This design comes from an exercise in tuning for small area, a short achievable clock period and few clock cycles on the open sky130 flow, not from production work. Only the layout flow was run in this run; the RTL was not checked for function there.

==> flow/design.v <==
module geofence (clk, reset, X, Y, valid, is_inside);
    input clk;
    input reset;
    input [9:0] X;
    input [9:0] Y;
    output valid;
    output is_inside;
    reg [3:0] phase;
    reg [9:0] tx, ty;
    reg       vsx, vsy, lsx, lsy, rsx, rsy;
    reg [9:0] vmx, vmy, lmx, lmy, rmx, rmy;
    reg       inside_acc;
    reg       _valid, _inside;
    assign valid = _valid;
    assign is_inside = _inside;
    wire [10:0] ex = {1'b0, X} + {1'b0, ~tx};
    wire [10:0] ey = {1'b0, Y} + {1'b0, ~ty};
    wire        dsx = ~ex[10];
    wire        dsy = ~ey[10];
    wire [9:0]  dmx = dsx ? ~ex[9:0] : ex[9:0] + 10'd1;
    wire [9:0]  dmy = dsy ? ~ey[9:0] : ey[9:0] + 10'd1;
    wire ge_l, ge_r;   
    geofence_cmp cmp_l (.a(lmx), .b(vmy), .c(vmx), .d(lmy), .msb(ge_l));
    geofence_cmp cmp_r (.a(rmx), .b(vmy), .c(vmx), .d(rmy), .msb(ge_r));
    wire s1l = lsx ^ vsy, s2l = vsx ^ lsy;
    wire s1r = rsx ^ vsy, s2r = vsx ^ rsy;
    wire nl1 = s1l, nl0 = s1l ^ (s1l == s2l);
    wire nr1 = s1r, nr0 = s1r ^ (s1r == s2r);
    wire nl = ge_l ? nl1 : nl0;
    wire nr = ge_r ? nr1 : nr0;
    wire active = (phase >= 4'd3) && (phase <= 4'd7);
    wire [3:0] upd_l_t = {nl1 & nr1, nl1 & nr0, nl0 & nr1, nl0 & nr0};
    wire [3:0] upd_r_t = {~nl1 & ~nr1, ~nl1 & ~nr0, ~nl0 & ~nr1, ~nl0 & ~nr0};
    wire [3:0] load_l_t = {4{active}} & upd_l_t;
    wire [3:0] load_r_t = {4{active}} & upd_r_t;
    wire load_l = (phase == 4'd2) | load_l_t[{ge_l, ge_r}];
    wire load_r = (phase == 4'd2) | load_r_t[{ge_l, ge_r}];
    wire wrap = nl & ~nr;
    always @(posedge clk or posedge reset) begin
        if (reset) begin
            phase <= 4'd0;
            _valid <= 1'b0;
            _inside <= 1'b0;
        end else begin
            phase <= (phase == 4'd8) ? 4'd0 : phase + 4'd1;
            _valid <= (phase == 4'd7);
            if (phase == 4'd7) _inside <= inside_acc | wrap;
        end
    end
    always @(posedge clk) begin
        if (phase == 4'd0) begin
            tx <= X;
            ty <= Y;
        end
        vsx <= dsx; vsy <= dsy; vmx <= dmx; vmy <= dmy;
        if (load_l) begin
            lsx <= vsx; lsy <= vsy; lmx <= vmx; lmy <= vmy;
        end
        if (load_r) begin
            rsx <= vsx; rsy <= vsy; rmx <= vmx; rmy <= vmy;
        end
        if (phase == 4'd2)
            inside_acc <= 1'b0;
        else if (active & wrap)
            inside_acc <= 1'b1;
    end
endmodule
module geofence_cmp(input [9:0] a,b,c,d, output msb);
  wire t1 = a[0] & b[0];
  wire t2 = a[1] & b[0];
  wire t3 = a[2] & b[0];
  wire t4 = a[3] & b[0];
  wire t5 = a[4] & b[0];
  wire t6 = a[5] & b[0];
  wire t7 = a[6] & b[0];
  wire t8 = a[7] & b[0];
  wire t9 = a[8] & b[0];
  wire t10 = a[9] & b[0];
  wire t11 = a[0] & b[1];
  wire t12 = a[1] & b[1];
  wire t13 = a[2] & b[1];
  wire t14 = a[3] & b[1];
  wire t15 = a[4] & b[1];
  wire t16 = a[5] & b[1];
  wire t17 = a[6] & b[1];
  wire t18 = a[7] & b[1];
  wire t19 = a[8] & b[1];
  wire t20 = a[9] & b[1];
  wire t21 = a[0] & b[2];
  wire t22 = a[1] & b[2];
  wire t23 = a[2] & b[2];
  wire t24 = a[3] & b[2];
  wire t25 = a[4] & b[2];
  wire t26 = a[5] & b[2];
  wire t27 = a[6] & b[2];
  wire t28 = a[7] & b[2];
  wire t29 = a[8] & b[2];
  wire t30 = a[9] & b[2];
  wire t31 = a[0] & b[3];
  wire t32 = a[1] & b[3];
  wire t33 = a[2] & b[3];
  wire t34 = a[3] & b[3];
  wire t35 = a[4] & b[3];
  wire t36 = a[5] & b[3];
  wire t37 = a[6] & b[3];
  wire t38 = a[7] & b[3];
  wire t39 = a[8] & b[3];
  wire t40 = a[9] & b[3];
  wire t41 = a[0] & b[4];
  wire t42 = a[1] & b[4];
  wire t43 = a[2] & b[4];
  wire t44 = a[3] & b[4];
  wire t45 = a[4] & b[4];
  wire t46 = a[5] & b[4];
  wire t47 = a[6] & b[4];
  wire t48 = a[7] & b[4];
  wire t49 = a[8] & b[4];
  wire t50 = a[9] & b[4];
  wire t51 = a[0] & b[5];
  wire t52 = a[1] & b[5];
  wire t53 = a[2] & b[5];
  wire t54 = a[3] & b[5];
  wire t55 = a[4] & b[5];
  wire t56 = a[5] & b[5];
  wire t57 = a[6] & b[5];
  wire t58 = a[7] & b[5];
  wire t59 = a[8] & b[5];
  wire t60 = a[9] & b[5];
  wire t61 = a[0] & b[6];
  wire t62 = a[1] & b[6];
  wire t63 = a[2] & b[6];
  wire t64 = a[3] & b[6];
  wire t65 = a[4] & b[6];
  wire t66 = a[5] & b[6];
  wire t67 = a[6] & b[6];
  wire t68 = a[7] & b[6];
  wire t69 = a[8] & b[6];
  wire t70 = a[9] & b[6];
  wire t71 = a[0] & b[7];
  wire t72 = a[1] & b[7];
  wire t73 = a[2] & b[7];
  wire t74 = a[3] & b[7];
  wire t75 = a[4] & b[7];
  wire t76 = a[5] & b[7];
  wire t77 = a[6] & b[7];
  wire t78 = a[7] & b[7];
  wire t79 = a[8] & b[7];
  wire t80 = a[9] & b[7];
  wire t81 = a[0] & b[8];
  wire t82 = a[1] & b[8];
  wire t83 = a[2] & b[8];
  wire t84 = a[3] & b[8];
  wire t85 = a[4] & b[8];
  wire t86 = a[5] & b[8];
  wire t87 = a[6] & b[8];
  wire t88 = a[7] & b[8];
  wire t89 = a[8] & b[8];
  wire t90 = a[9] & b[8];
  wire t91 = a[0] & b[9];
  wire t92 = a[1] & b[9];
  wire t93 = a[2] & b[9];
  wire t94 = a[3] & b[9];
  wire t95 = a[4] & b[9];
  wire t96 = a[5] & b[9];
  wire t97 = a[6] & b[9];
  wire t98 = a[7] & b[9];
  wire t99 = a[8] & b[9];
  wire t100 = a[9] & b[9];
  wire t101 = ~(c[0] & d[0]);
  wire t102 = ~(c[1] & d[0]);
  wire t103 = ~(c[2] & d[0]);
  wire t104 = ~(c[3] & d[0]);
  wire t105 = ~(c[4] & d[0]);
  wire t106 = ~(c[5] & d[0]);
  wire t107 = ~(c[6] & d[0]);
  wire t108 = ~(c[7] & d[0]);
  wire t109 = ~(c[8] & d[0]);
  wire t110 = ~(c[9] & d[0]);
  wire t111 = ~(c[0] & d[1]);
  wire t112 = ~(c[1] & d[1]);
  wire t113 = ~(c[2] & d[1]);
  wire t114 = ~(c[3] & d[1]);
  wire t115 = ~(c[4] & d[1]);
  wire t116 = ~(c[5] & d[1]);
  wire t117 = ~(c[6] & d[1]);
  wire t118 = ~(c[7] & d[1]);
  wire t119 = ~(c[8] & d[1]);
  wire t120 = ~(c[9] & d[1]);
  wire t121 = ~(c[0] & d[2]);
  wire t122 = ~(c[1] & d[2]);
  wire t123 = ~(c[2] & d[2]);
  wire t124 = ~(c[3] & d[2]);
  wire t125 = ~(c[4] & d[2]);
  wire t126 = ~(c[5] & d[2]);
  wire t127 = ~(c[6] & d[2]);
  wire t128 = ~(c[7] & d[2]);
  wire t129 = ~(c[8] & d[2]);
  wire t130 = ~(c[9] & d[2]);
  wire t131 = ~(c[0] & d[3]);
  wire t132 = ~(c[1] & d[3]);
  wire t133 = ~(c[2] & d[3]);
  wire t134 = ~(c[3] & d[3]);
  wire t135 = ~(c[4] & d[3]);
  wire t136 = ~(c[5] & d[3]);
  wire t137 = ~(c[6] & d[3]);
  wire t138 = ~(c[7] & d[3]);
  wire t139 = ~(c[8] & d[3]);
  wire t140 = ~(c[9] & d[3]);
  wire t141 = ~(c[0] & d[4]);
  wire t142 = ~(c[1] & d[4]);
  wire t143 = ~(c[2] & d[4]);
  wire t144 = ~(c[3] & d[4]);
  wire t145 = ~(c[4] & d[4]);
  wire t146 = ~(c[5] & d[4]);
  wire t147 = ~(c[6] & d[4]);
  wire t148 = ~(c[7] & d[4]);
  wire t149 = ~(c[8] & d[4]);
  wire t150 = ~(c[9] & d[4]);
  wire t151 = ~(c[0] & d[5]);
  wire t152 = ~(c[1] & d[5]);
  wire t153 = ~(c[2] & d[5]);
  wire t154 = ~(c[3] & d[5]);
  wire t155 = ~(c[4] & d[5]);
  wire t156 = ~(c[5] & d[5]);
  wire t157 = ~(c[6] & d[5]);
  wire t158 = ~(c[7] & d[5]);
  wire t159 = ~(c[8] & d[5]);
  wire t160 = ~(c[9] & d[5]);
  wire t161 = ~(c[0] & d[6]);
  wire t162 = ~(c[1] & d[6]);
  wire t163 = ~(c[2] & d[6]);
  wire t164 = ~(c[3] & d[6]);
  wire t165 = ~(c[4] & d[6]);
  wire t166 = ~(c[5] & d[6]);
  wire t167 = ~(c[6] & d[6]);
  wire t168 = ~(c[7] & d[6]);
  wire t169 = ~(c[8] & d[6]);
  wire t170 = ~(c[9] & d[6]);
  wire t171 = ~(c[0] & d[7]);
  wire t172 = ~(c[1] & d[7]);
  wire t173 = ~(c[2] & d[7]);
  wire t174 = ~(c[3] & d[7]);
  wire t175 = ~(c[4] & d[7]);
  wire t176 = ~(c[5] & d[7]);
  wire t177 = ~(c[6] & d[7]);
  wire t178 = ~(c[7] & d[7]);
  wire t179 = ~(c[8] & d[7]);
  wire t180 = ~(c[9] & d[7]);
  wire t181 = ~(c[0] & d[8]);
  wire t182 = ~(c[1] & d[8]);
  wire t183 = ~(c[2] & d[8]);
  wire t184 = ~(c[3] & d[8]);
  wire t185 = ~(c[4] & d[8]);
  wire t186 = ~(c[5] & d[8]);
  wire t187 = ~(c[6] & d[8]);
  wire t188 = ~(c[7] & d[8]);
  wire t189 = ~(c[8] & d[8]);
  wire t190 = ~(c[9] & d[8]);
  wire t191 = ~(c[0] & d[9]);
  wire t192 = ~(c[1] & d[9]);
  wire t193 = ~(c[2] & d[9]);
  wire t194 = ~(c[3] & d[9]);
  wire t195 = ~(c[4] & d[9]);
  wire t196 = ~(c[5] & d[9]);
  wire t197 = ~(c[6] & d[9]);
  wire t198 = ~(c[7] & d[9]);
  wire t199 = ~(c[8] & d[9]);
  wire t200 = ~(c[9] & d[9]);
  wire t201, t202;
  assign {t202, t201} = 1'b1 + t10 + t19;
  wire t203 = 1'b1 ^ t20;
  wire t204 = 1'b1 & t20;
  wire t205, t206;
  assign {t206, t205} = 1'b1 + t7 + t16;
  wire t207, t208;
  assign {t208, t207} = 1'b1 + t8 + t17;
  wire t209, t210;
  assign {t210, t209} = t26 + t35 + t44;
  wire t211 = t53 ^ t62;
  wire t212 = t53 & t62;
  wire t213, t214;
  assign {t214, t213} = 1'b1 + t9 + t18;
  wire t215, t216;
  assign {t216, t215} = t27 + t36 + t45;
  wire t217, t218;
  assign {t218, t217} = t54 + t63 + t72;
  wire t219, t220;
  assign {t220, t219} = t81 + t109 + t118;
  wire t221 = t127 ^ t136;
  wire t222 = t127 & t136;
  wire t223, t224;
  assign {t224, t223} = t28 + t37 + t46;
  wire t225, t226;
  assign {t226, t225} = t55 + t64 + t73;
  wire t227, t228;
  assign {t228, t227} = t82 + t91 + t110;
  wire t229, t230;
  assign {t230, t229} = t119 + t128 + t137;
  wire t231, t232;
  assign {t232, t231} = t146 + t155 + t164;
  wire t233 = t173 ^ t182;
  wire t234 = t173 & t182;
  wire t235, t236;
  assign {t236, t235} = t29 + t38 + t47;
  wire t237, t238;
  assign {t238, t237} = t56 + t65 + t74;
  wire t239, t240;
  assign {t240, t239} = t83 + t92 + t120;
  wire t241, t242;
  assign {t242, t241} = t129 + t138 + t147;
  wire t243, t244;
  assign {t244, t243} = t156 + t165 + t174;
  wire t245, t246;
  assign {t246, t245} = t183 + t192 + t234;
  wire t247, t248;
  assign {t248, t247} = t30 + t39 + t48;
  wire t249, t250;
  assign {t250, t249} = t57 + t66 + t75;
  wire t251, t252;
  assign {t252, t251} = t84 + t93 + t130;
  wire t253, t254;
  assign {t254, t253} = t139 + t148 + t157;
  wire t255, t256;
  assign {t256, t255} = t166 + t175 + t184;
  wire t257, t258;
  assign {t258, t257} = t40 + t49 + t58;
  wire t259, t260;
  assign {t260, t259} = t67 + t76 + t85;
  wire t261, t262;
  assign {t262, t261} = t94 + t140 + t149;
  wire t263, t264;
  assign {t264, t263} = t50 + t59 + t68;
  wire t265, t266;
  assign {t266, t265} = 1'b1 + t5 + t14;
  wire t267, t268;
  assign {t268, t267} = 1'b1 + t6 + t15;
  wire t269, t270;
  assign {t270, t269} = t24 + t33 + t42;
  wire t271 = t51 ^ t106;
  wire t272 = t51 & t106;
  wire t273, t274;
  assign {t274, t273} = t25 + t34 + t43;
  wire t275, t276;
  assign {t276, t275} = t52 + t61 + t107;
  wire t277, t278;
  assign {t278, t277} = t116 + t125 + t134;
  wire t279 = t143 ^ t152;
  wire t280 = t143 & t152;
  wire t281, t282;
  assign {t282, t281} = t71 + t108 + t117;
  wire t283, t284;
  assign {t284, t283} = t126 + t135 + t144;
  wire t285, t286;
  assign {t286, t285} = t153 + t162 + t171;
  wire t287, t288;
  assign {t288, t287} = t280 + t206 + t207;
  wire t289, t290;
  assign {t290, t289} = t145 + t154 + t163;
  wire t291, t292;
  assign {t292, t291} = t172 + t181 + t212;
  wire t293, t294;
  assign {t294, t293} = t208 + t213 + t221;
  wire t295, t296;
  assign {t296, t295} = t210 + t282 + t284;
  wire t297, t298;
  assign {t298, t297} = t191 + t222 + t201;
  wire t299, t300;
  assign {t300, t299} = t214 + t233 + t216;
  wire t301, t302;
  assign {t302, t301} = t218 + t220 + t290;
  wire t303, t304;
  assign {t304, t303} = t223 + t225 + t227;
  wire t305, t306;
  assign {t306, t305} = t202 + t203 + t224;
  wire t307, t308;
  assign {t308, t307} = t226 + t228 + t230;
  wire t309, t310;
  assign {t310, t309} = t232 + t235 + t237;
  wire t311, t312;
  assign {t312, t311} = t239 + t241 + t243;
  wire t313, t314;
  assign {t314, t313} = t193 + t204 + t236;
  wire t315, t316;
  assign {t316, t315} = t238 + t240 + t242;
  wire t317, t318;
  assign {t318, t317} = t244 + t247 + t249;
  wire t319, t320;
  assign {t320, t319} = t251 + t253 + t255;
  wire t321, t322;
  assign {t322, t321} = t158 + t167 + t176;
  wire t323, t324;
  assign {t324, t323} = t185 + t194 + t248;
  wire t325, t326;
  assign {t326, t325} = t250 + t252 + t254;
  wire t327, t328;
  assign {t328, t327} = t256 + t257 + t259;
  wire t329, t330;
  assign {t330, t329} = t77 + t86 + t95;
  wire t331, t332;
  assign {t332, t331} = t150 + t159 + t168;
  wire t333, t334;
  assign {t334, t333} = t177 + t186 + t195;
  wire t335, t336;
  assign {t336, t335} = t258 + t260 + t262;
  wire t337, t338;
  assign {t338, t337} = t60 + t69 + t78;
  wire t339, t340;
  assign {t340, t339} = t87 + t96 + t160;
  wire t341, t342;
  assign {t342, t341} = t169 + t178 + t187;
  wire t343, t344;
  assign {t344, t343} = t70 + t79 + t88;
  wire t345 = 1'b1 ^ t3;
  wire t346 = 1'b1 & t3;
  wire t347, t348;
  assign {t348, t347} = 1'b1 + t4 + t13;
  wire t349, t350;
  assign {t350, t349} = t22 + t31 + t104;
  wire t351, t352;
  assign {t352, t351} = t23 + t32 + t41;
  wire t353, t354;
  assign {t354, t353} = t105 + t114 + t123;
  wire t355 = t132 ^ t141;
  wire t356 = t132 & t141;
  wire t357, t358;
  assign {t358, t357} = t115 + t124 + t133;
  wire t359, t360;
  assign {t360, t359} = t142 + t151 + t356;
  wire t361, t362;
  assign {t362, t361} = t266 + t267 + t271;
  wire t363, t364;
  assign {t364, t363} = t161 + t272 + t205;
  wire t365, t366;
  assign {t366, t365} = t268 + t279 + t270;
  wire t367, t368;
  assign {t368, t367} = t358 + t273 + t275;
  wire t369, t370;
  assign {t370, t369} = t211 + t274 + t276;
  wire t371, t372;
  assign {t372, t371} = t278 + t209 + t281;
  wire t373, t374;
  assign {t374, t373} = t283 + t285 + t364;
  wire t375, t376;
  assign {t376, t375} = t286 + t215 + t217;
  wire t377, t378;
  assign {t378, t377} = t219 + t289 + t288;
  wire t379, t380;
  assign {t380, t379} = t291 + t293 + t370;
  wire t381, t382;
  assign {t382, t381} = t229 + t231 + t292;
  wire t383, t384;
  assign {t384, t383} = t294 + t297 + t296;
  wire t385, t386;
  assign {t386, t385} = t299 + t376 + t301;
  wire t387, t388;
  assign {t388, t387} = t298 + t245 + t300;
  wire t389, t390;
  assign {t390, t389} = t302 + t305 + t304;
  wire t391, t392;
  assign {t392, t391} = t307 + t382 + t309;
  wire t393, t394;
  assign {t394, t393} = t246 + t306 + t308;
  wire t395, t396;
  assign {t396, t395} = t313 + t310 + t312;
  wire t397, t398;
  assign {t398, t397} = t315 + t317 + t319;
  wire t399, t400;
  assign {t400, t399} = t261 + t321 + t314;
  wire t401, t402;
  assign {t402, t401} = t316 + t323 + t318;
  wire t403, t404;
  assign {t404, t403} = t320 + t325 + t327;
  wire t405, t406;
  assign {t406, t405} = t322 + t263 + t329;
  wire t407, t408;
  assign {t408, t407} = t331 + t333 + t324;
  wire t409, t410;
  assign {t410, t409} = t326 + t328 + t335;
  wire t411, t412;
  assign {t412, t411} = t196 + t264 + t330;
  wire t413, t414;
  assign {t414, t413} = t332 + t334 + t337;
  wire t415, t416;
  assign {t416, t415} = t339 + t341 + t336;
  wire t417, t418;
  assign {t418, t417} = t97 + t170 + t179;
  wire t419, t420;
  assign {t420, t419} = t188 + t197 + t338;
  wire t421, t422;
  assign {t422, t421} = t340 + t342 + t343;
  wire t423, t424;
  assign {t424, t423} = t80 + t89 + t98;
  wire t425, t426;
  assign {t426, t425} = t180 + t189 + t198;
  wire t427 = 1'b1 ^ t2;
  wire t428 = 1'b1 & t2;
  wire t429, t430;
  assign {t430, t429} = t12 + t21 + t103;
  wire t431 = t112 ^ t121;
  wire t432 = t112 & t121;
  wire t433, t434;
  assign {t434, t433} = t113 + t122 + t131;
  wire t435, t436;
  assign {t436, t435} = t346 + t432 + t347;
  wire t437, t438;
  assign {t438, t437} = t265 + t348 + t355;
  wire t439, t440;
  assign {t440, t439} = t350 + t434 + t351;
  wire t441, t442;
  assign {t442, t441} = t352 + t354 + t269;
  wire t443, t444;
  assign {t444, t443} = t357 + t438 + t359;
  wire t445, t446;
  assign {t446, t445} = t277 + t360 + t362;
  wire t447, t448;
  assign {t448, t447} = t363 + t365 + t442;
  wire t449, t450;
  assign {t450, t449} = t287 + t366 + t368;
  wire t451, t452;
  assign {t452, t451} = t369 + t446 + t371;
  wire t453, t454;
  assign {t454, t453} = t372 + t295 + t374;
  wire t455, t456;
  assign {t456, t455} = t375 + t377 + t379;
  wire t457, t458;
  assign {t458, t457} = t378 + t303 + t381;
  wire t459, t460;
  assign {t460, t459} = t380 + t383 + t454;
  wire t461, t462;
  assign {t462, t461} = t311 + t384 + t387;
  wire t463, t464;
  assign {t464, t463} = t386 + t389 + t458;
  wire t465, t466;
  assign {t466, t465} = t388 + t390 + t393;
  wire t467, t468;
  assign {t468, t467} = t392 + t395 + t397;
  wire t469, t470;
  assign {t470, t469} = t394 + t399 + t396;
  wire t471, t472;
  assign {t472, t471} = t401 + t398 + t403;
  wire t473, t474;
  assign {t474, t473} = t405 + t400 + t407;
  wire t475, t476;
  assign {t476, t475} = t402 + t404 + t409;
  wire t477, t478;
  assign {t478, t477} = t406 + t411 + t413;
  wire t479, t480;
  assign {t480, t479} = t408 + t410 + t415;
  wire t481, t482;
  assign {t482, t481} = t417 + t412 + t414;
  wire t483, t484;
  assign {t484, t483} = t419 + t421 + t416;
  wire t485, t486;
  assign {t486, t485} = t344 + t418 + t423;
  wire t487, t488;
  assign {t488, t487} = t425 + t420 + t422;
  wire t489, t490;
  assign {t490, t489} = t90 + t99 + t190;
  wire t491, t492;
  assign {t492, t491} = t199 + t424 + t426;
  wire t493 = t11 ^ t102;
  wire t494 = t11 & t102;
  wire t495, t496;
  assign {t496, t495} = t428 + t494 + t345;
  wire t497, t498;
  assign {t498, t497} = t430 + t349 + t433;
  wire t499, t500;
  assign {t500, t499} = t353 + t436 + t437;
  wire t501, t502;
  assign {t502, t501} = t361 + t440 + t441;
  wire t503, t504;
  assign {t504, t503} = t367 + t444 + t445;
  wire t505, t506;
  assign {t506, t505} = t373 + t448 + t449;
  wire t507, t508;
  assign {t508, t507} = t450 + t452 + t453;
  wire t509, t510;
  assign {t510, t509} = t385 + t457 + t456;
  wire t511, t512;
  assign {t512, t511} = t391 + t460 + t461;
  wire t513, t514;
  assign {t514, t513} = t462 + t464 + t465;
  wire t515, t516;
  assign {t516, t515} = t466 + t469 + t468;
  wire t517, t518;
  assign {t518, t517} = t470 + t473 + t472;
  wire t519, t520;
  assign {t520, t519} = t477 + t474 + t476;
  wire t521, t522;
  assign {t522, t521} = t478 + t481 + t483;
  wire t523, t524;
  assign {t524, t523} = t485 + t482 + t487;
  wire t525, t526;
  assign {t526, t525} = t489 + t486 + t491;
  wire t527, t528;
  assign {t528, t527} = t100 + t200 + t490;
  wire t529 = 1'b1 ^ t1;
  wire t530 = 1'b1 & t1;
  wire t531, t532;
  assign {t532, t531} = t111 + t530 + t427;
  wire t533, t534;
  assign {t534, t533} = t431 + t429 + t532;
  wire t535, t536;
  assign {t536, t535} = t496 + t435 + t534;
  wire t537, t538;
  assign {t538, t537} = t498 + t439 + t499;
  wire t539, t540;
  assign {t540, t539} = t500 + t443 + t501;
  wire t541, t542;
  assign {t542, t541} = t502 + t447 + t503;
  wire t543, t544;
  assign {t544, t543} = t504 + t451 + t505;
  wire t545, t546;
  assign {t546, t545} = t455 + t506 + t507;
  wire t547, t548;
  assign {t548, t547} = t459 + t508 + t509;
  wire t549, t550;
  assign {t550, t549} = t463 + t510 + t511;
  wire t551, t552;
  assign {t552, t551} = t467 + t512 + t513;
  wire t553, t554;
  assign {t554, t553} = t471 + t514 + t515;
  wire t555, t556;
  assign {t556, t555} = t475 + t516 + t517;
  wire t557, t558;
  assign {t558, t557} = t479 + t518 + t519;
  wire t559, t560;
  assign {t560, t559} = t480 + t520 + t521;
  wire t561, t562;
  assign {t562, t561} = t484 + t523 + t522;
  wire t563, t564;
  assign {t564, t563} = t488 + t525 + t524;
  wire t565, t566;
  assign {t566, t565} = t492 + t527 + t526;
  wire [20:0] r0 = {1'b0, t528, t564, t562, t560, t558, t556, t554, t552, t550, t548, t546, t544, t542, t540, t538, t536, t497, t495, t493, t101};
  wire [20:0] r1 = {1'b0, t566, t565, t563, t561, t559, t557, t555, t553, t551, t549, t547, t545, t543, t541, t539, t537, t535, t533, t531, t529};
  wire [20:0] s = r0 + r1;
  assign msb = s[20];
endmodule
==> flow/flow/run.sh <==
#!/bin/bash
# The standard layout, with one step added after synthesis: flow/fapol.py
# picks the polarity of each full-adder cell (a full adder is self-dual), of
# each half adder (rebuilt from an xor and an and-type gate) and of 2-input
# and/or gates, so that few inverters are left in the carry-save trees, and
# puts each full adder's latest-arriving input on its fastest pin (CIN);
# cells that drive many pins get a larger drive strength, and cells with a
# stronger size of the same area in the library get that size.
# The registers keep their names and cell types (some get a larger drive
# strength); the other changes are to combinational cells.
# Each tool's output goes to a log here: synth.log, fapol.log, finish.log
# (ORFS also keeps each step's log under orfs/logs).
set -euo pipefail
R=orfs/results/$FLOW_PLATFORM/geofence/base
bash standard.sh synth > synth.log 2>&1
cp $R/1_2_yosys.v $R/1_2_yosys.std.v
python3 flow/fapol.py $R/1_2_yosys.std.v $R/1_2_yosys.v > fapol.log 2>&1
rm -f $R/1_synth.odb $R/1_synth.sdc
bash standard.sh finish > finish.log 2>&1
==> flow/flow/fapol.py <==
#!/usr/bin/env python3
"""Picks signal polarities around the full and half adders of a Yosys netlist.

A full adder is self-dual: FA(~a, ~b, ~c) = (~sum, ~cout), so each sky130 fa
cell may be flipped (inputs and outputs taken complemented). A half adder is
rebuilt from an xor2/xnor2 and a 2-input and-type gate, which take inputs in
either polarity and give outputs in either polarity. 2-input and/nand/or/nor
gates may give their output complemented (and2 <-> nand2, or2 <-> nor2).
Inverters are put back only where a load needs the other polarity of a net
(at most one per net). Flips are chosen by simulated annealing on inverter
count and gate area. Then each full adder gets its latest-arriving input on
CIN, its fastest pin, and its earliest on A. Registers are not touched;
inverters that drive a port or an assign are left alone.
Last, a cell driving many pins gets a larger drive strength, and a cell
whose library has a stronger size of the same area gets that size.
usage: fapol.py in.v out.v [seed]
"""
import re, sys, random, math
from collections import defaultdict
sys.setrecursionlimit(100000)

src = re.sub(r'\(\*.*?\*\)', '', open(sys.argv[1]).read())
seed = int(sys.argv[3]) if len(sys.argv) > 3 else 1
mstart = src.index('module ')
head_end = src.index(');', mstart) + 2
body = src[head_end:src.rindex('endmodule')]
stmts = re.findall(r'\s*(.*?;)', body, re.S)
decls = []; insts = []; others = []
inst_re = re.compile(r'(\S+)\s+(\S+)\s*\((.*)\)\s*;', re.S)
for s in stmts:
    t = s.strip()
    if t.startswith(('wire', 'input', 'output', 'reg')):
        decls.append(t)
    elif t.startswith('assign'):
        others.append(t)
    else:
        m = inst_re.match(t)
        assert m, t
        typ, name, pins = m.groups()
        pm = [(p, n.strip()) for p, n in re.findall(r'\.(\w+)\(([^()]*)\)', pins)]
        insts.append([typ, name, pm])

OUTP = {'X', 'Y', 'Q', 'Q_N', 'SUM', 'COUT', 'HI', 'LO'}
PFX = 'sky130_fd_sc_hd__'
def kind(t):
    b = t[len(PFX):] if t.startswith(PFX) else t
    m = re.fullmatch(r'(\w+?)_(\d+)', b)
    return (m.group(1), m.group(2)) if m else (b, '')
def is_inv(t): return kind(t)[0] == 'inv'
def is_fa(t): return kind(t)[0] == 'fa'
def is_ha(t): return kind(t)[0] == 'ha' and kind(t)[1] == '1'
FLEX = {'and2': 'nand2', 'nand2': 'and2', 'or2': 'nor2', 'nor2': 'or2', 'mux2': 'mux2i', 'mux2i': 'mux2'}
CHEAP = {'nand2', 'nor2', 'mux2i'}
OUTPIN = {'and2': 'X', 'or2': 'X', 'mux2': 'X', 'nand2': 'Y', 'nor2': 'Y', 'mux2i': 'Y'}
def is_flex(t):
    k, d = kind(t)
    return k in FLEX and d in ('0', '1', '2', '4') and (FLEX[k] + '_' + d) in LIBCELLS
LIBCELLS = set(re.findall(r'cell \("' + PFX + r'(\w+)"\)', open('/OpenROAD-flow-scripts/flow/platforms/sky130hd/lib/sky130_fd_sc_hd__tt_025C_1v80.lib').read()))

protected = set()
for o in others:
    for w in re.findall(r'\\?[A-Za-z_][\w$]*(?:\s*\[\d+\])?', o):
        protected.add(w.replace(' ', ''))
for d in decls:
    if d.startswith(('input', 'output')):
        for nm in re.sub(r'^(input|output)\s+(\[[^\]]*\]\s*)?', '', d).rstrip(';').split(','):
            protected.add(nm.strip())
pbase = set(p.split('[')[0].strip() for p in protected)
def is_prot(n): return n in protected or n.split('[')[0].strip() in pbase

drv = {}
for k, (t, n, pm) in enumerate(insts):
    for p, net in pm:
        if p in OUTP: drv[net] = k
removable = set()
for k, (t, n, pm) in enumerate(insts):
    if is_inv(t):
        d = dict(pm)
        if not is_prot(d['Y']) and d['A'] in drv:
            removable.add(k)
def root(net):
    par = 0
    while net in drv and drv[net] in removable:
        net = dict(insts[drv[net]][2])['A']; par ^= 1
    return net, par

fa_set = set(k for k, (t, n, pm) in enumerate(insts) if is_fa(t)
             and not any(is_prot(net) for p, net in pm if p in OUTP))
ha_set = set(k for k, (t, n, pm) in enumerate(insts) if is_ha(t)
             and not any(is_prot(net) for p, net in pm if p in OUTP))
flex_set = set(k for k, (t, n, pm) in enumerate(insts) if k not in removable and is_flex(t)
               and not any(is_prot(net) for p, net in pm if p in OUTP))
fa_ids = sorted(fa_set)

loads = defaultdict(list)   # root net -> [(inst, pin index, parity)]
for k, (t, n, pm) in enumerate(insts):
    if k in removable: continue
    for i, (p, net) in enumerate(pm):
        if p in OUTP: continue
        r, par = root(net)
        loads[r].append((k, i, par))
flip = defaultdict(int)
def drv_kind(r):
    k = drv.get(r)
    if k in fa_set: return 'fa'
    if k in ha_set or k in flex_set: return 'free'
    return 'fixed'
def wants(r):
    w = set()
    for (k, i, par) in loads[r]:
        if k in ha_set: continue          # a half adder takes either polarity
        w.add(par ^ (flip[k] if k in fa_set else 0))
    return w
def choose(r):
    """(driver polarity, cost) for root net r"""
    w = wants(r)
    dk = drv_kind(r)
    if dk == 'fa':
        d = flip[drv[r]]
    elif dk == 'free':
        if len(w) == 1: d = next(iter(w))
        else:
            d = 1 if kind(insts[drv[r]][0])[0] in FLEX and FLEX.get(kind(insts[drv[r]][0])[0]) in CHEAP and len(w) == 2 else 0
            if kind(insts[drv[r]][0])[0] in CHEAP: d = 0
    else:
        d = 0
    cost = 1.0 if any(x != d for x in w) else 0.0
    k = drv.get(r)
    if k in flex_set:
        base = kind(insts[k][0])[0]
        now = base if d == 0 else FLEX[base]
        if now not in CHEAP: cost += 0.67
    return d, cost
touch = {}
for k in fa_ids:
    s = set()
    for p, net in insts[k][2]:
        s.add(root(net)[0] if p not in OUTP else net)
    touch[k] = s
allnets = list(set(loads.keys()) | set(n for n in drv if drv[n] not in removable))
cost = sum(choose(r)[1] for r in allnets)
start = cost
rng = random.Random(seed)
best = cost; bestflip = dict(flip)
steps = 300000
for step in range(steps):
    T = 2.0 * (1 - step / steps) + 0.01
    k = rng.choice(fa_ids)
    before = sum(choose(r)[1] for r in touch[k])
    flip[k] ^= 1
    after = sum(choose(r)[1] for r in touch[k])
    d = after - before
    if d <= 0 or rng.random() < math.exp(-d / T):
        cost += d
        if cost < best - 1e-9:
            best = cost; bestflip = dict(flip)
    else:
        flip[k] ^= 1
flip = defaultdict(int, bestflip)
sys.stderr.write(f'cost {start:.1f} -> {best:.1f}; flipped {sum(flip.values())} of {len(fa_ids)} adders\n')

# rebuild
pol = {}
for r in allnets: pol[r] = choose(r)[0]
new_insts = []; new_wires = []; invnet = {}
cnt = [0]
def fresh(prefix):
    cnt[0] += 1
    return f'_{prefix}{cnt[0]}_'
def get_inv(r):
    if r not in invnet:
        n = fresh('pol'); invnet[r] = n; new_wires.append(n)
        new_insts.append([PFX + 'inv_1', fresh('polinv'), [('A', r), ('Y', n)]])
    return invnet[r]
rewired = {}; inpol = {}
for r, ls in loads.items():
    d = pol.get(r, 0)
    for (k, i, par) in ls:
        if k in ha_set:
            rewired[(k, i)] = r
            inpol[(k, i)] = par ^ d        # physical = wanted ^ inpol
            continue
        w = par ^ (flip[k] if k in fa_set else 0)
        rewired[(k, i)] = get_inv(r) if w != d else r
out_insts = []
for k, (t, n, pm) in enumerate(insts):
    if k in removable: continue
    pm2 = [(p, rewired.get((k, i), net)) for i, (p, net) in enumerate(pm)]
    if k in flex_set:
        outn = [v for p, v in pm2 if p in OUTP][0]
        if pol.get(outn, 0):
            b, dstr = kind(t)
            t = PFX + FLEX[b] + '_' + dstr
            op = OUTPIN[FLEX[b]]
            pm2 = [((op if p in ('X', 'Y') else p), v) for p, v in pm2]
    if k in ha_set:
        d = dict(pm2)
        pa = inpol[(k, [p for p, v in pm].index('A'))]
        pb = inpol[(k, [p for p, v in pm].index('B'))]
        ps = pol.get(d['SUM'], 0); pc = pol.get(d['COUT'], 0)
        A, B = d['A'], d['B']
        xt = 'xor2_1' if (pa ^ pb ^ ps) == 0 else 'xnor2_1'
        out_insts.append([PFX + xt, n + 's', [('A', A), ('B', B), ('X' if xt == 'xor2_1' else 'Y', d['SUM'])]])
        # carry: a & b, inputs physical A = a ^ pa, B = b ^ pb, output c ^ pc
        if pa == 0 and pb == 0:
            ct, pins = ('and2_1', 'X') if pc == 0 else ('nand2_1', 'Y'), [('A', A), ('B', B)]
        elif pa == 1 and pb == 1:
            ct, pins = ('nor2_1', 'Y') if pc == 0 else ('or2_1', 'X'), [('A', A), ('B', B)]
        else:
            An, Bp = (A, B) if pa == 1 else (B, A)   # An carries ~x, Bp carries y
            ct, pins = ('and2b_1', 'X') if pc == 0 else ('nand2b_1', 'Y'), [('A_N', An), ('B', Bp)]
        out_insts.append([PFX + ct[0], n + 'c', pins + [(ct[1], d['COUT'])]])
        continue
    out_insts.append([t, n, pm2])
out_insts += new_insts

# pin order of full adders by estimated arrival
FA_D = {'A': (0.57, 0.45), 'B': (0.54, 0.42), 'CIN': (0.52, 0.40)}
odrv = {}
for idx, (t, n, pm) in enumerate(out_insts):
    for p, net in pm:
        if p in OUTP: odrv[net] = (idx, p)
SEQ = ('dfxtp', 'dfrtp', 'edfxtp', 'dfstp', 'dfbbp', 'dfxbp', 'dfrbp', 'sdf', 'dlx', 'conb')
arr = {}
def arrival(net):
    if net in arr: return arr[net]
    d = odrv.get(net)
    if d is None:
        arr[net] = 0.0; return 0.0
    t, n, pm = out_insts[d[0]]
    b = kind(t)[0]
    if b.startswith(SEQ):
        arr[net] = 0.4; return 0.4
    arr[net] = 0.0
    ins = [(p, v) for p, v in pm if p not in OUTP]
    if is_fa(t):
        k = 0 if d[1] == 'SUM' else 1
        a = max(arrival(v) + FA_D[p][k] for p, v in ins)
    else:
        dl = 0.06 if b == 'inv' else 0.25 if b.startswith('x') else 0.2
        a = max([arrival(v) for p, v in ins] or [0.0]) + dl
    arr[net] = a
    return a
swapped = 0
for _ in range(3):
    arr.clear()
    for idx, (t, n, pm) in enumerate(out_insts):
        if not is_fa(t): continue
        d = dict(pm)
        nets = sorted([d['A'], d['B'], d['CIN']], key=arrival)
        new = {'A': nets[0], 'B': nets[1], 'CIN': nets[2]}
        if new != {'A': d['A'], 'B': d['B'], 'CIN': d['CIN']}:
            swapped += 1
            out_insts[idx][2] = [(p, new.get(p, v)) for p, v in pm]
sys.stderr.write(f'adders with inputs reordered: {swapped}\n')

# drive strength by fanout: a cell (not a full or half adder, inverter or
# buffer) that drives 4 or more pins (counted through buffers) gets the _2 size, 8 or more the _4 size,
# where the library has it; nothing is made smaller
fo = defaultdict(int)
for t, n, pm in out_insts:
    for p, v in pm:
        if p not in OUTP: fo[v] += 1
# buffers left by synthesis (removed by the floorplan step) count through
ldr = defaultdict(list)
for t, n, pm in out_insts:
    for p, v in pm:
        if p not in OUTP: ldr[v].append((t, pm))
def eff_fo(v, depth=0):
    tot = 0
    for t, pm in ldr[v]:
        if kind(t)[0] in ('buf', 'clkbuf') and depth < 20:
            tot += sum(eff_fo(w, depth + 1) for p, w in pm if p in OUTP)
        else:
            tot += 1
    return tot
for v in list(fo): fo[v] = eff_fo(v)
upsized = 0
for idx, (t, n, pm) in enumerate(out_insts):
    b, dstr = kind(t)
    if not dstr or b in ('fa', 'ha', 'inv', 'buf', 'clkbuf', 'conb'): continue
    outs = [v for p, v in pm if p in OUTP]
    if not outs: continue
    f = max(fo[v] for v in outs)
    want = 4 if f >= 8 else 2 if f >= 4 else 0
    if not want: continue
    for size in (want, 2):
        if size and int(dstr) < size and f'{b}_{size}' in LIBCELLS:
            out_insts[idx][0] = PFX + f'{b}_{size}'
            upsized += 1
            break
# sizes the library gives at the same area: take the stronger one
SAME = {('a21bo', '1'): '2', ('a21boi', '0'): '1', ('a31o', '1'): '2', ('and2', '0'): '1',
        ('and4bb', '1'): '2', ('inv', '1'): '2', ('mux2', '1'): '2', ('o211a', '1'): '2',
        ('o21ai', '0'): '1', ('o21ba', '1'): '2', ('o221a', '1'): '2', ('o311ai', '0'): '1',
        ('or2', '0'): '2', ('or2', '1'): '2', ('or3b', '1'): '2', ('or4b', '1'): '2'}
for idx, (t, n, pm) in enumerate(out_insts):
    k = kind(t)
    if k in SAME and t.startswith(PFX):
        out_insts[idx][0] = PFX + k[0] + '_' + SAME[k]
        upsized += 1
sys.stderr.write(f'cells upsized: {upsized}\n')

out = [src[:head_end]]
for d in decls: out.append('  ' + d)
for w in new_wires: out.append(f'  wire {w};')
for t, n, pm in out_insts:
    pins = ',\n'.join(f'    .{p}({v}' + (' )' if v.startswith('\\') else ')') for p, v in pm)
    name = n if not n.startswith('\\') else n
    out.append(f'  {t} {name} (\n{pins}\n  );')
for o in others: out.append('  ' + o)
out.append('endmodule')
open(sys.argv[2], 'w').write('\n'.join(out) + '\n')
cnt_inv = sum(1 for t, n, pm in out_insts if is_inv(t))
sys.stderr.write(f'inverters {sum(1 for t,n,pm in insts if is_inv(t))} -> {cnt_inv}\n')
==> flow/standard.sh <==
#!/bin/bash
# synth_recipe.tcl (not shown) runs the flow's synth.tcl, then flattens the netlist and writes it again
# the make line also repeats each setting of config.mk as NAME=value (left out here)
make -C /OpenROAD-flow-scripts/flow DESIGN_CONFIG=/design/flow/config.mk WORK_HOME=/design/flow/orfs CLKGATE_MAP_FILE= SYNTH_SCRIPT=/design/flow/synth_recipe.tcl "${@:-finish}"
==> flow/config.mk <==
export PLATFORM = sky130hd
export DESIGN_NAME = geofence
export DESIGN_NICKNAME = geofence
export VERILOG_FILES = /design/flow/design.v
export SDC_FILE = /design/flow/constraint.sdc
export NUM_CORES = 4
export LEC_CHECK = 0
export ABC_AREA = 1
export ABC_CLOCK_PERIOD_IN_PS = 6000
export CAP_MARGIN = 20
export CORE_MARGIN = 2
export CORE_UTILIZATION = 60
export SETUP_SLACK_MARGIN = 5
export SLEW_MARGIN = 20
==> flow/constraint.sdc <==
create_clock -name core_clock -period 12.0 [get_ports {clk}]
set_input_delay 2.4000 -clock core_clock [delete_from_list [all_inputs] [get_ports {clk}]]
set_output_delay 2.4000 -clock core_clock [all_outputs]
set_load 0.01 [all_outputs]
==> run_results.csv <==
group,metric,value,unit
status,status,"complete, no violations",
job,drv_cap,0,
worst_setup_path,crit_arrival,6.02,ns
worst_setup_path,worstPathMaxFanout,22,
sta,setup_viol,0,
layout,layout.cells.non_filler,1805,
clock_tree,cts_tree,"done",
floorplanning,die_h,160,um
sta,fin_hold_ws,0.478,ns
clock_tree,clkTransAtPathRegs,0.06,ns
sta,rsz0062_at_grt,"no",
clock_tree,cts_setup_buffers,0,
hold_path,hold_depth,2,
floorplanning,dieArea,25700,sq um
layout,fin_nets,1828,
clock_tree,cts_root_buf,"clkbuf_16",
sta,relSlewSlack,0.521,
routing,post_drt_wl_per_cell,18.6,um
routing,drt_iter0_drc,592,
routing,routed_via_density,5.53,
clock_tree,ctsResizeCount,0,
worst_setup_path,path_class,"reg -> reg",
sta,fmax,165,MHz
clock_tree,cts-buffers-inserted,9,
logic_synthesis,synth_nets,1876,
routing,drt-total-wl,33600,um
clock_tree,hold_buffers,0,
global_route,antenna_found_initial,0,
layout,drive_above_1_share,0.140,
global_route,overflow,0,
floorplanning,core_area,24200,sq um
logic_synthesis,syn_area_per_cell,9.63,sq um
clock_tree,cts_sinks,93,
clock_tree,cts_max_path_buffers,2,
clock_tree,h-tree-depth,3,
sta,slew_violations,0,
worst_setup_path,endpoint_kind,"flip-flop",
routing,drc,0,
global_route,grt_pass1_vias,10900,
layout,area_growth,4.04,%
floorplanning,die_w,160,um
sta,worst_slew_pin_slew,0.715,ns
floorplanning,initial_utilization,0.607,
layout,diodes,0,
place,dp_hpwl,25700,um
global_route,grt_start_max_net_pins,23,
logic_synthesis,netlist_area,14700,sq um
routing,dr.pass1.iters,5,
logic_synthesis,ys_warn_count,1,
layout,final_util,0.632,
place,io_buffers,23,
place,place_congestion,0.871,
sta,skew,0.00993,ns
worst_setup_path,crit_path_start_kind,"flip-flop",
logic_synthesis,synthCells,1524,
floorplanning,floorplan.rows,57,
global_route,grt_usage,0.286,
hold_path,hold_class,"reg -> reg",
routing,vias,9986,
place,placed_cells,1789,
global_route,grt_pass1_wl,56800,um
sta,report.final.hold_viol_count,0,
routing,antenna_left,0,
worst_setup_path,required,11.97,ns
sta,finalCritPeriodShare,0.505,
sta,fin_tns_setup,0,ns
sta,period_minus_slack,6.06,ns
floorplanning,io_pins,24,
clock_tree,clock_latency,0.34,ns
worst_setup_path,r2r_cells,16,
## per-stage QoR
step	cell area [sq um]	setup WS (ns)
after CTS	15300	5.99
after floorplan	14700	6.81
final	15300	5.94
after detailed placement	15000	6.01
after global routing	15300	5.66
after global placement	15000	6.07
## worst max-delay path, cell delays in order (launching register included)
cell	delay, ns
edfxtp_1	0.68
nand2_1	0.16
fa_1	0.46
fa_1	0.52
fa_1	0.56
fa_1	0.44
fa_1	0.49
fa_1	0.54
xor2_1	0.18
nand2_1	0.09
nor2_1	0.22
nand4_1	0.24
nor2_1	0.17
nand2_1	0.08
nand4_1	0.10
nand3_1	0.13
o21ai_4	0.60
## layout make-up
cell class | count | area [sq um]
Timing Repair Buffer | 23 | 230
Inverter | 133 | 499
Sequential cell | 93 | 2620
Fill cell | 2078 | 8900
Multi-Input combinational cell | 1216 | 11200
Tap cell | 324 | 405
Clock buffer | 11 | 254
Clock inverter | 5 | 33.8
## sequential cells by signal, summed over array words and instances (netlist names), 4 cells and up
register,cells
ty,10
lmy,10
rmx,10
lmx,10
rmy,10
vmy,10
vmx,10
phase,4
tx,10
## final timing paths
path	startpoint	end	slack, ns
worst max-delay path	rmy[3]	lmy[1]	5.94
worst min-delay path	inside_acc	inside_acc	0.48
worst max register to register	rmy[3]	lmy[1]	5.94
worst min register to register	inside_acc	inside_acc	0.48
max in group asynchronous	reset	phase[0]	9.61
min in group asynchronous	reset	phase[0]	2.24
## layout by cell type (no fill, tap or decap), drive strengths merged
cell type,count
a21boi,1
a21o,3
a21oi,26
and2,112
and2b,21
clkbuf,11
clkdlybuf4s50,23
clkinv,2
clkinvlp,2
dfrtp,6
dfxtp,23
edfxtp,64
fa,330
inv,134
nand2,499
nand2b,6
nand3,33
nand3b,4
nand4,9
nor2,37
nor3,4
o211ai,1
o21a,1
o21ai,15
o21bai,1
or2,1
xnor2,45
xor2,67
## routing by layer
metal	global-route usage	routed length, um	part of all wire
met1	0.375	13300	0.39
met3	0.0501	2260	0.067
met4	0.0762	890	0.026
met5	0	0	0
met2	0.496	17200	0.51

-- static timing again, ports no longer ideal --
The flow's constraints put no driver on any port. The routed layout listed below was extracted and timed again, unchanged, in two steps. Step 1 (the two cells are an assumption about what drives the block):
set clk [get_ports {clk}]
set_driving_cell -lib_cell sky130_fd_sc_hd__clkbuf_16 $clk
set_driving_cell -lib_cell sky130_fd_sc_hd__buf_2 [delete_from_list [all_inputs] $clk]
Step 2 times the ports against the registers' clock, not the clock port: input delays grow and output delays shrink by t, the midpoint of the rising clock arrivals with the driver on. Three values: no drivers, after step 1, after step 2; two values: the first two.
shift t [ns]: 0.376
setup slack, ns: 5.945 / 5.945 / 5.945
worst setup path after step 2: register to register
worst register clock-pin slew, ns: 0.07 / 0.07
cell pins on the clock port's net: 1
After both steps setup and hold are still met in this run. For this run, drivers alone change the setup slack by 0.000 ns; drivers and shift together by 0.000 ns.
